This design comes from an exercise in tuning for small area and a short achievable clock period on the open sky130 flow, not from production work.
Where RTL was checked, it was by simulation tests only, not by an equivalence proof against the original.
The clock port is modelled as an ideal driver, which makes a skipped or thinned clock tree look cheaper than it is; a real chip needs a root buffer or a tree.
Power and IR drop assume default switching activity.

== run A ==
==> flow/design.v <==
module reservation_station #(
    parameter RS_SIZE = 8,
    parameter PR_BITS = 6,
    parameter ROB_SIZE = 16,
    parameter ROB_BITS = $clog2(ROB_SIZE)
)(
    input  logic clk,
    input  logic rst,
    input  logic                  dispatch_en,
    input  logic [PR_BITS-1:0]    src1,
    input  logic [PR_BITS-1:0]    src2,
    input  logic [PR_BITS-1:0]    dst,
    input  logic                  src1_ready,
    input  logic                  src2_ready,
    input  logic                  use_imm,
    input  logic [31:0]           imm,
    input  logic [ROB_BITS-1:0]   alloc_rob_idx,
    input  logic                  dispatch_is_branch,
    input  logic [31:0]           dispatch_pc,
    input logic [1:0] dispatch_br_type,
    input  logic                  wb_valid,
    input  logic [PR_BITS-1:0]    wb_phys,
    input  logic                  issue_grant,
    output logic [1:0] issue_br_type,
    output logic                  issue_valid,
    output logic [PR_BITS-1:0]    issue_src1,
    output logic [PR_BITS-1:0]    issue_src2,
    output logic [PR_BITS-1:0]    issue_dst,
    output logic                  issue_use_imm,
    output logic [31:0]           issue_imm,
    output logic                  issue_is_branch,
    output logic [31:0]           issue_pc,
    output logic [ROB_BITS-1:0]   issue_rob_idx,
    output logic [$clog2(RS_SIZE)-1:0] issue_idx,
    output logic                  rs_full
);
    localparam int W = 3*PR_BITS + 1 + 32 + ROB_BITS + 1 + 32 + 2;
    localparam int NSEL = 3;
    logic [W-1:0] din;
    assign din = {src1, src2, dst, use_imm, imm, alloc_rob_idx,
                  dispatch_is_branch, dispatch_pc, dispatch_br_type};
    logic [RS_SIZE-1:0] rs_valid;
    logic [RS_SIZE-1:0] rs_rdy1;    
    logic [RS_SIZE-1:0] rs_rdy2;
    logic [W-1:0]       rs_data [RS_SIZE];
    logic [RS_SIZE-1:0] sel_q [NSEL];
    logic [RS_SIZE-1:0] sel;
    assign sel = sel_q[0];
    always_ff @(posedge clk) begin
        for (int i = 0; i < RS_SIZE; i++)
            if (!rs_valid[i])
                rs_data[i] <= din;
    end
    logic [RS_SIZE-1:0] free_oh, free_below;
    always_comb begin
        logic all_lower;
        all_lower = 1'b1;
        for (int i = 0; i < RS_SIZE; i++) begin
            free_oh[i]    = !rs_valid[i] && all_lower;
            free_below[i] = !all_lower;
            all_lower     = all_lower && rs_valid[i];
        end
    end
    logic disp_ok, rdy1_in, rdy2_in, disp_rdy;
    assign disp_ok  = dispatch_en && (dst != '0);
    assign rdy1_in  = src1_ready || (src1 == '0);
    assign rdy2_in  = src2_ready || (src2 == '0);
    assign disp_rdy = disp_ok && rdy1_in && rdy2_in;
    logic [RS_SIZE-1:0] keep, ok1, ok2, valid_n, rdy1_n, rdy2_n;
    always_comb begin
        for (int i = 0; i < RS_SIZE; i++) begin
            ok1[i]     = rs_rdy1[i] || (wb_valid && rs_data[i][W-1 -: PR_BITS] == wb_phys);
            ok2[i]     = rs_rdy2[i] || (wb_valid && rs_data[i][W-1-PR_BITS -: PR_BITS] == wb_phys);
            keep[i]    = rs_valid[i] && !(issue_grant && sel[i]);
            valid_n[i] = keep[i] || (disp_ok && free_oh[i]);
            rdy1_n[i]  = rs_valid[i] ? ok1[i] : rdy1_in;
            rdy2_n[i]  = rs_valid[i] ? ok2[i] : rdy2_in;
        end
    end
    function automatic logic lower_below(input logic [RS_SIZE-1:0] v, input int n);
        lower_below = 1'b0;
        for (int j = 0; j < RS_SIZE; j++)
            if (j < n) lower_below = lower_below || v[j];
    endfunction
    logic [RS_SIZE-1:0] sel_n [NSEL];
    always_comb begin
        logic [RS_SIZE-1:0] r, rd, pn, pd;
        logic lower_n, lower_d;
        for (int k = 0; k < NSEL; k++) begin
            for (int i = 0; i < RS_SIZE; i++) begin
                case (k % 3)
                    0:       r[i] = (keep[i] && ok1[i]) && ok2[i];
                    1:       r[i] = keep[i] && (ok1[i] && ok2[i]);
                    default: r[i] = (keep[i] && ok2[i]) && ok1[i];
                endcase
                rd[i] = r[i] || free_oh[i];
            end
            lower_n = 1'b0;
            lower_d = 1'b0;
            for (int i = 0; i < RS_SIZE; i++) begin
                pn[i] = r[i] && !lower_n;
                pd[i] = rd[i] && !lower_d;
                lower_n = lower_n || r[i];
                lower_d = lower_d || rd[i];
            end
            if (k < 3)
                sel_n[k] = disp_rdy ? pd : pn;
            else
                for (int i = 0; i < RS_SIZE; i++)
                    sel_n[k][i] = (pn[i] && !(disp_rdy && free_below[i])) ||
                                  (disp_rdy && free_oh[i] && (pn[i] || !lower_below(r, i)));
        end
    end
    always_ff @(posedge clk or posedge rst) begin
        if (rst) begin
            rs_valid <= '0;
            for (int k = 0; k < NSEL; k++) sel_q[k] <= '0;
        end else begin
            rs_valid <= valid_n;
            for (int k = 0; k < NSEL; k++) sel_q[k] <= sel_n[k];
        end
    end
    always_ff @(posedge clk) begin
        rs_rdy1 <= rdy1_n;
        rs_rdy2 <= rdy2_n;
    end
    logic [W-1:0] dout;
    always_comb begin
        dout = '0;
        for (int i = 0; i < RS_SIZE; i++)
            for (int b = 0; b < W; b++)
                dout[b] = dout[b] | (sel_q[b % NSEL][i] & rs_data[i][b]);
    end
    assign {issue_src1, issue_src2, issue_dst, issue_use_imm, issue_imm, issue_rob_idx,
            issue_is_branch, issue_pc, issue_br_type} = dout;
    assign issue_valid = |sel_q[2];
    assign issue_idx   = {sel_q[2][4] | sel_q[2][5] | sel_q[2][6] | sel_q[2][7],
                          sel_q[1][2] | sel_q[1][3] | sel_q[1][6] | sel_q[1][7],
                          sel_q[0][1] | sel_q[0][3] | sel_q[0][5] | sel_q[0][7]};
    assign rs_full     = &rs_valid;
endmodule
Settings: LEC_CHECK=0, CAP_MARGIN=20, CORE_MARGIN=2, CORE_UTILIZATION=65, PLACE_DENSITY=0.75, SETUP_SLACK_MARGIN=2.0, SLEW_MARGIN=20, TNS_END_PERCENT=5; clock period 4.5 ns.
standard.sh (not shown) runs the stock make flow with config.mk's settings and CLKGATE_MAP_FILE= SYNTH_SCRIPT=/design/flow/synth_recipe.tcl, a recipe that flattens the netlist after the stock synthesis.
==> flow/flow/run.sh <==
#!/bin/bash
# Standard ORFS layout, with plain buffers on the ports instead of the
# delay-cell buffers that buffer_ports picks by default, extra settings from
# flow/extra.mk, and flow/post_cts.tcl run at the end of CTS.
set -euo pipefail
EXTRA=()
[[ -f flow/extra.mk ]] && while IFS= read -r l; do [[ -n "$l" ]] && EXTRA+=("$l"); done < flow/extra.mk
bash standard.sh "BUFFER_PORTS_ARGS=-buffer_cell sky130_fd_sc_hd__buf_1" "POST_CTS_TCL=$PWD/flow/post_cts.tcl" "${EXTRA[@]}" finish > flow_standard.log 2>&1
==> flow/flow/extra.mk <==
CTS_ARGS=-sink_clustering_enable -repair_clock_nets -dont_use_dummy_load -sink_clustering_size 24 -sink_clustering_max_diameter 80
==> flow/flow/post_cts.tcl <==
set block [ord::get_db_block]
set root [$block findInst clkbuf_0_clk]
if {$root != "NULL"} {
  set in_net [[$root findITerm A] getNet]
  set out_net [[$root findITerm X] getNet]
  set loads {}
  foreach it [$out_net getITerms] {
    if {[$it getInst] != $root} { lappend loads $it }
  }
  if {[llength $loads] <= 4 && [llength [$out_net getBTerms]] == 0} {
    puts "post_cts: removing [$root getName], clock port now feeds [llength $loads] buffers"
    foreach it $loads {
      $it disconnect
      $it connect $in_net
    }
    odb::dbInst_destroy $root
    odb::dbNet_destroy $out_net
    estimate_parasitics -placement
    repair_timing_helper
    detailed_placement
    check_placement -verbose
  } else {
    puts "post_cts: root buffer kept ([llength $loads] loads)"
  }
}
--- input diff run A..run B ---
diff --git a/flow/design.v b/flow/design.v
--- a/flow/design.v
+++ b/flow/design.v
@@ -36,5 +36,5 @@
 );
     localparam int W = 3*PR_BITS + 1 + 32 + ROB_BITS + 1 + 32 + 2;
-    localparam int NSEL = 3;
+    localparam int NSEL = 4;
     logic [W-1:0] din;
     assign din = {src1, src2, dst, use_imm, imm, alloc_rob_idx,
@@ -47,4 +47,6 @@
     logic [RS_SIZE-1:0] sel;
     assign sel = sel_q[0];
+    logic       valid_q, full_q;
+    logic [2:0] idx_q;
     always_ff @(posedge clk) begin
         for (int i = 0; i < RS_SIZE; i++)
@@ -84,4 +86,5 @@
     endfunction
     logic [RS_SIZE-1:0] sel_n [NSEL];
+    logic [RS_SIZE-1:0] r0, prio_n, prio_d;
     always_comb begin
         logic [RS_SIZE-1:0] r, rd, pn, pd;
@@ -110,5 +113,23 @@
                     sel_n[k][i] = (pn[i] && !(disp_rdy && free_below[i])) ||
                                   (disp_rdy && free_oh[i] && (pn[i] || !lower_below(r, i)));
+            if (k == 0) begin
+                r0     = r;
+                prio_n = pn;
+                prio_d = pd;
+            end
         end
+    end
+    logic       valid_nq;
+    logic [2:0] idx_nq;
+    always_comb begin
+        logic [2:0] en, ed;
+        en = '0;
+        ed = '0;
+        for (int i = 0; i < RS_SIZE; i++) begin
+            en = en | ({3{prio_n[i]}} & 3'(i));
+            ed = ed | ({3{prio_d[i]}} & 3'(i));
+        end
+        valid_nq = disp_rdy ? ((|r0) || !(&rs_valid)) : (|r0);
+        idx_nq   = disp_rdy ? ed : en;
     end
     always_ff @(posedge clk or posedge rst) begin
@@ -116,7 +137,13 @@
             rs_valid <= '0;
             for (int k = 0; k < NSEL; k++) sel_q[k] <= '0;
+            valid_q  <= 1'b0;
+            idx_q    <= '0;
+            full_q   <= 1'b0;
         end else begin
             rs_valid <= valid_n;
             for (int k = 0; k < NSEL; k++) sel_q[k] <= sel_n[k];
+            valid_q  <= valid_nq;
+            idx_q    <= idx_nq;
+            full_q   <= &valid_n;
         end
     end
@@ -134,8 +161,6 @@
     assign {issue_src1, issue_src2, issue_dst, issue_use_imm, issue_imm, issue_rob_idx,
             issue_is_branch, issue_pc, issue_br_type} = dout;
-    assign issue_valid = |sel_q[2];
-    assign issue_idx   = {sel_q[2][4] | sel_q[2][5] | sel_q[2][6] | sel_q[2][7],
-                          sel_q[1][2] | sel_q[1][3] | sel_q[1][6] | sel_q[1][7],
-                          sel_q[0][1] | sel_q[0][3] | sel_q[0][5] | sel_q[0][7]};
-    assign rs_full     = &rs_valid;
+    assign issue_valid = valid_q;
+    assign issue_idx   = idx_q;
+    assign rs_full     = full_q;
 endmodule
## What came out
Relative to run A, run B degrades combined area of all synthesized cells.
Combinational fraction of design power sits lower in run B than in run A.
The sum of routed wire length over all layers number comes out higher for run B vs run A.
Run B vs. run A: non-clock buffer count in the final layout went down by 9.
Run B vs run A: number of vias per cell up
Measured against each other, run A and run B differ in number of antenna violations at the first check in global routing, the higher figure coming from run B.
The run with more setup slack is run B; run A has less.
Run B reports a higher area of all sequential standard cells than run A does.
Mux cell area share after synthesis: run A vs run B — no meaningful difference
Run A → run B: fraction of the cycle the final worst path needs went down by 0.74 points; layout sequential cell count higher; cell area increased by 1.8% relative to the old numbers; power fell by about 1.4%.
Only the layout flow was run in run A; the RTL was not checked for function there.

## re-timing with driven ports
In the flow no input, the clock included, has a driving cell. The finished layouts below were timed again as built, in two steps.
Step 1 sets driving cells, clkbuf_16 on the clock port and buf_2 on the other inputs (assumed; they add their load-dependent delay and slew).
Step 2 times the ports against the registers' clock, not the clock port: input delays grow and output delays shrink by t, the midpoint of the rising clock arrivals with the driver on.
a / b / c = ideal / step 1 / step 2; a / b = the first two.
run	shift t [ns]	setup WS [ns]	slew at the worst register clock pin (ns)	worst slew at a driven data input, ns
run A	0.480	1.838 / 1.719 / 1.461	0.10 / 0.10	0.11
run B	0.495	1.871 / 1.748 / 1.475	0.10 / 0.10	0.10
After both steps setup and hold are still met in every run listed. The setup slack of run B, which loses most, moves by -0.123 ns with the drivers and by -0.396 ns with both steps.
